This is an optimization exercise on Yosys and OpenROAD, whose aim is small area, not a production implementation. Only simulation tests tie the RTL to the original design; equivalence was not proved. Power figures rest on the tool's default switching activity, not on a simulated workload.

<file path="design/flow/run.sh">
#!/bin/bash
# synth_recipe.tcl (not shown) runs the flow's synth.tcl, then flattens the netlist and writes it again
# the make line also repeats each setting of config.mk as NAME=value (left out here)
make -C /OpenROAD-flow-scripts/flow DESIGN_CONFIG=/design/flow/config.mk WORK_HOME=/design/flow/orfs CLKGATE_MAP_FILE= SYNTH_SCRIPT=/design/flow/synth_recipe.tcl finish
</file>
<file path="design/flow/config.mk">
export PLATFORM = sky130hd
export DESIGN_NAME = hbridgecontroller
export DESIGN_NICKNAME = hbridgecontroller
export VERILOG_FILES = /design/flow/design.v
export SDC_FILE = /design/flow/constraint.sdc
export NUM_CORES = 4
export LEC_CHECK = 0
export CAP_MARGIN = 20
export CORE_MARGIN = 2
export CORE_UTILIZATION = 40
export SLEW_MARGIN = 20
</file>
<file path="design/flow/constraint.sdc">
create_clock -name core_clock -period 30.0 [get_ports {PCLK}]
set_input_delay 6.0000 -clock core_clock [delete_from_list [all_inputs] [get_ports {PCLK}]]
set_output_delay 6.0000 -clock core_clock [all_outputs]
set_load 0.01 [all_outputs]
</file>
<file path="design/flow/design.v">
module hbridgecontroller(
input PCLK, 				 
input PRESERN, 				 
input PSEL, 				 
input PENABLE, 				 
output wire PREADY, 		 
output wire PSLVERR,		 
input PWRITE,				 
input [31:0] PADDR,			 
input wire [31:0] PWDATA,	 
output reg [31:0] PRDATA,	 
output reg motor1_pwm,
output reg motor2_pwm,
output reg [1:0] motor1_ctrl,
output reg [1:0] motor2_ctrl
); 
assign PSLVERR = 0;
assign PREADY = 1;
wire write_enable = (PENABLE && PWRITE && PSEL);
wire read_enable = (!PWRITE && PSEL); 
wire M1CTRL_WRITE = write_enable && (PADDR[15:0] == 16'h0000);
wire M1CTRL_READ = read_enable && (PADDR[15:0] == 16'h0000);
wire M2CTRL_WRITE = write_enable && (PADDR[15:0] == 16'h0004);
wire M2CTRL_READ = read_enable && (PADDR[15:0] == 16'h0004);
wire M1SPEED_WRITE = write_enable && (PADDR[15:0] == 16'h0008);
wire M1SPEED_READ = read_enable && (PADDR[15:0] == 16'h0008);
wire M2SPEED_WRITE = write_enable && (PADDR[15:0] == 16'h000c);
wire M2SPEED_READ = read_enable && (PADDR[15:0] == 16'h000c);
reg [31:0] counter;
parameter PWM_PERIOD = 200000;   
reg [31:0] M1_duty, M2_duty;
reg [31:0] M1_duty_v, M2_duty_v;
always @(posedge PCLK)
begin
    if (!PRESERN) counter = 0;
    else if (counter >= PWM_PERIOD) counter = 0;
    else counter = counter + 1;
    if (counter < M1_duty && M1_duty > (PWM_PERIOD >> 4)) motor1_pwm <= 1;
    else motor1_pwm <= 0;
    if (counter < M2_duty && M2_duty > (PWM_PERIOD >> 4)) motor2_pwm <= 1;
    else motor2_pwm <= 0;
end
always @(posedge PCLK)
begin
    M1_duty_v = M1_duty;
    M2_duty_v = M2_duty;
	if(!PRESERN)
	begin
        M1_duty_v = 0;
        M2_duty_v = 0;
        motor1_ctrl = 2'b10;
        motor2_ctrl = 2'b10;
    end
    if (M1CTRL_WRITE)
    begin
        if (PWDATA != 0) motor1_ctrl = 2'b01;
        else motor1_ctrl = 2'b10;
    end
    else if (M1CTRL_READ)
    begin
        if (motor1_ctrl == 2'b10) PRDATA = 1;
        else PRDATA = 0;
    end
    if (M2CTRL_WRITE)
    begin
        if (PWDATA != 0) motor2_ctrl = 2'b01;
        else motor2_ctrl = 2'b10;
    end
    else if (M2CTRL_READ)
    begin
        if (motor2_ctrl == 2'b10) PRDATA = 1;
        else PRDATA = 0;
    end
    else if (M1SPEED_WRITE) 
    begin
        M1_duty_v = (PWM_PERIOD * PWDATA[15:0]) >> 8;
        if (M1_duty_v > PWM_PERIOD) M1_duty_v = PWM_PERIOD;
    end
    else if (M1SPEED_READ) PRDATA = ( M1_duty_v / PWM_PERIOD );
    else if (M2SPEED_WRITE) 
    begin
        M2_duty_v = (PWM_PERIOD * PWDATA[15:0]) >> 8;
        if (M2_duty_v > PWM_PERIOD) M2_duty_v = PWM_PERIOD;
    end
    else if (M2SPEED_READ) PRDATA = ( M2_duty_v / PWM_PERIOD );
    M1_duty <= M1_duty_v;
    M2_duty <= M2_duty_v;
end
endmodule
</file>
==> results.cfg <==
[yosys]
ys_async_sr_fraction_pct = 0
synthTopCellsByArea = dfxtp_1, ha_1, nand2_1
syn_avg_cell_area_sq_um = 7.59
ys_seq_area_share_pct = 10.9
netlist.top_cell.by_area = dfxtp_1
synth_top_area_share_pct = 10.9
syn_inst = 3249
ys_types = 178
synthesis.area_sq_um = 24700
ys_warn_count = 1
synthFlopType = dfxtp_1
ys_ff_latch = 134
synth_edf_count = 0

[job]
maxCapViolations = 0

[timing]
period_share_pct = 75.7
finalSetupViolations = 0
finClkSkew_ns = 0.0130
fin_setup_tns_ns = 0
worst_slew_margin_rel_pct = 27.1
fmax_ghz = 0.0440
final_max_slew_viol_count = 0
period_needed_ns = 22.70
worstMarginPinSlew_ns = 1.09
rsz0062_at_grt = no
hold_violations = 0

[worst_setup_path]
worst_path_most_repeated_cell = mux2i_1
worst_setup_path_end_kind = flop
worst-path-buf-inv = 3
required_ns = 30.32
slowest_delay_ns = 0.79
critPathKind = in -> reg
critPathMaxFanout = 60
cp_slowest_cell = mux2i_1
cpLargestDelayFamily = compound AO/OA/AOI/OAI gates
cp-start-kind = primary input
crit_arrival_ns = 23.02
r2r_slack_ns = 12.83

[detailed_routing]
wl_microns = 71500
drc_errors = 0
vias = 24500
routedWlPerCell_microns = 17.4
viasPerCell = 5.98
ant_nets = 0
first_pass_iters = 6
initialDrtViolationCount = 1683

[global_routing]
grt_pass1_wl_microns = 119000
grt_use_total_pct = 22.3
grt_max_degree = 61
grt_pass1_vias = 22700
grt_antenna_before_repair = 0
globalRouteOverflowTotal = 0

[die]
die_w_microns = 252
die_area_sq_um = 63600
start_util_pct = 40.2
coreArea_sq_um = 61400
num_rows = 91
ios = 109
die_y_microns = 252

[clock_tree]
cts_hold_buffers = 0
cts_root_buf = clkbuf_16
htree_levels = 4
cts_max_path_buffers = 2
cts_made_buffers = 17
cts_setup_buffers = 0
clkTransAtPathRegs_ns = 0.07
cts_resized = 0
cts_tree = built
cts_sinks = 134
clock_latency_ns = 0.44

[placement]
portBuffers = 90
gp_congestion = 0.877
dp_hpwl_microns = 56700
dp_cells = 4065

[finish]
syn_to_final_growth_pct = 7.99
final_nets = 3572
stdcell_count = 4097
diodes = 0
final_layout_size_suffix_gt1_share_pct = 11.0

[worst_hold_path]
hold_class = reg -> reg

[power]
vdd_drop_max_v = 0.0000494
p_leak_uw = 0.0102
cellPowerDensity_nw_per_um2 = 24.8

[status]
status = no timing/DRC/antenna violations
stage by stage:
step                      setup WS [ns]  util, %  area, sq um  total power (uW)  hold slack (ns)
after floorplan                   11.32        -        24800               390            0.425
final                              7.30     43.4        26600               661            0.436
after global routing               5.95     43.4        26600               709            0.458
after detailed placement           7.20     42.4        26000               448            0.428
after CTS                          7.58     43.4        26600               665            0.440
after global placement             7.19     42.4        26000               447            0.428
cell usage after synthesis (all sizes together) (65+ instances only):
cell and count:
a211oi 76, nand3 115, o211ai 65, mux2i 74, nand2 320, o21ai 214
ha 165, nor2 276, buf 77, nor3 130, inv 204, a21oi 194
dfxtp 134, xnor2 118
worst paths after layout:
path,from,endpoint,cells past startpoint
setup / recovery,PRESERN,PRDATA[0],51
hold / removal,PRDATA[2],PRDATA[2],2
setup reg to reg,M1_duty[31],PRDATA[0],50
hold reg to reg,PRDATA[2],PRDATA[2],2
worst reg2reg max path: cells and delay by family (launching register included):
kind / cells / cell delay [ns]
multiplexers: 5 / 2.54
AND/OR/NAND/NOR: 8 / 2.37
XOR/XNOR: 2 / 0.67
buffers and inverters: 1 / 0.20
AO/OA/AOI/OAI: 34 / 10.80
flip-flops: 1 / 0.47
logic make-up after synthesis:
group / share of synthesized area (%)
simple gates: 26.4
compound gates: 32.8
buf+inv: 6.24
fa+ha+maj: 12.5
xor+xnor: 6.16
flops: 10.9
mux: 5.02
other cells: 0.0305
registers in the layout (all words and copies together) (netlist names):
signal / count
M1_duty: 32
M2_duty: 32
PRDATA: 32
counter: 32
motor1_ctrl: 2
motor1_pwm: 1
motor2_ctrl: 2
motor2_pwm: 1
power by group:
group          total [uW]  switching, uW  internal, uW
clock network         217           99.1           117
logic                 266            151           115
registers             179          0.234           179
total                 661            250           411
placed cells by master, fill, tap and decap left out, drive strengths merged, types with 34 or more instances in the layout:
cell / synthesis / final
xor2: 46 / 46
nor4: 50 / 50
nor2: 276 / 276
a31oi: 41 / 41
clkdlybuf4s50: 0 / 89
fa: 44 / 44
a21oi: 194 / 194
nand4: 59 / 59
and2: 53 / 53
a21o: 49 / 49
nand3: 115 / 115
mux2i: 74 / 74
dfxtp: 134 / 134
nand2b: 36 / 36
inv: 204 / 213
or2: 34 / 34
nor3: 130 / 130
o211ai: 65 / 65
ha: 165 / 165
xnor2: 118 / 118
a211oi: 76 / 76
o21ai: 214 / 214
o31ai: 37 / 37
conb: 2 / 44
mux2: 37 / 37
and3: 39 / 39
nand2: 320 / 320
layout make-up:
type | count | area [sq um]
clock inverter | 15 | 155
multi-input combinational | 2832 | 20600
sequential | 134 | 2680
tap | 790 | 988
inverter | 205 | 772
fill | 6366 | 34700
timing repair buffer | 104 | 1000
clock buffer | 17 | 425
metal layers:
metal | GRT usage, % | vias up | share of wire (%)
met5 | 0 | - | 0
met4 | 4.75 | 0 | 1.5
met3 | 1.92 | 57 | 3.7
met2 | 35.6 | 467 | 45
met1 | 32.4 | 11700 | 50
li1 | - | 12300 | -

==> what the ideal ports hide <==
The flow's constraints put no driver on any port. The routed layout listed below was extracted and timed again, unchanged, in two steps.
Step 1 (the two cells are an assumption about what drives the block):
set clk [get_ports {PCLK}]
set_driving_cell -lib_cell sky130_fd_sc_hd__clkbuf_16 $clk
set_driving_cell -lib_cell sky130_fd_sc_hd__buf_2 [delete_from_list [all_inputs] $clk]
Step 2 times the ports against the registers' clock, not the clock port: input delays grow and output delays shrink by t, the midpoint of the rising clock arrivals with the driver on.
Three values: ideal, step 1, step 2; two values: the first two.
shift t [ns]: 0.490
slack for setup (ns): 7.295 / 7.328 / 6.838
latest minus earliest clock arrival (ns): 0.014 / 0.014
After both steps setup and hold are still met in this run. For this run, drivers alone change the setup slack by +0.033 ns; drivers and shift together by -0.457 ns.
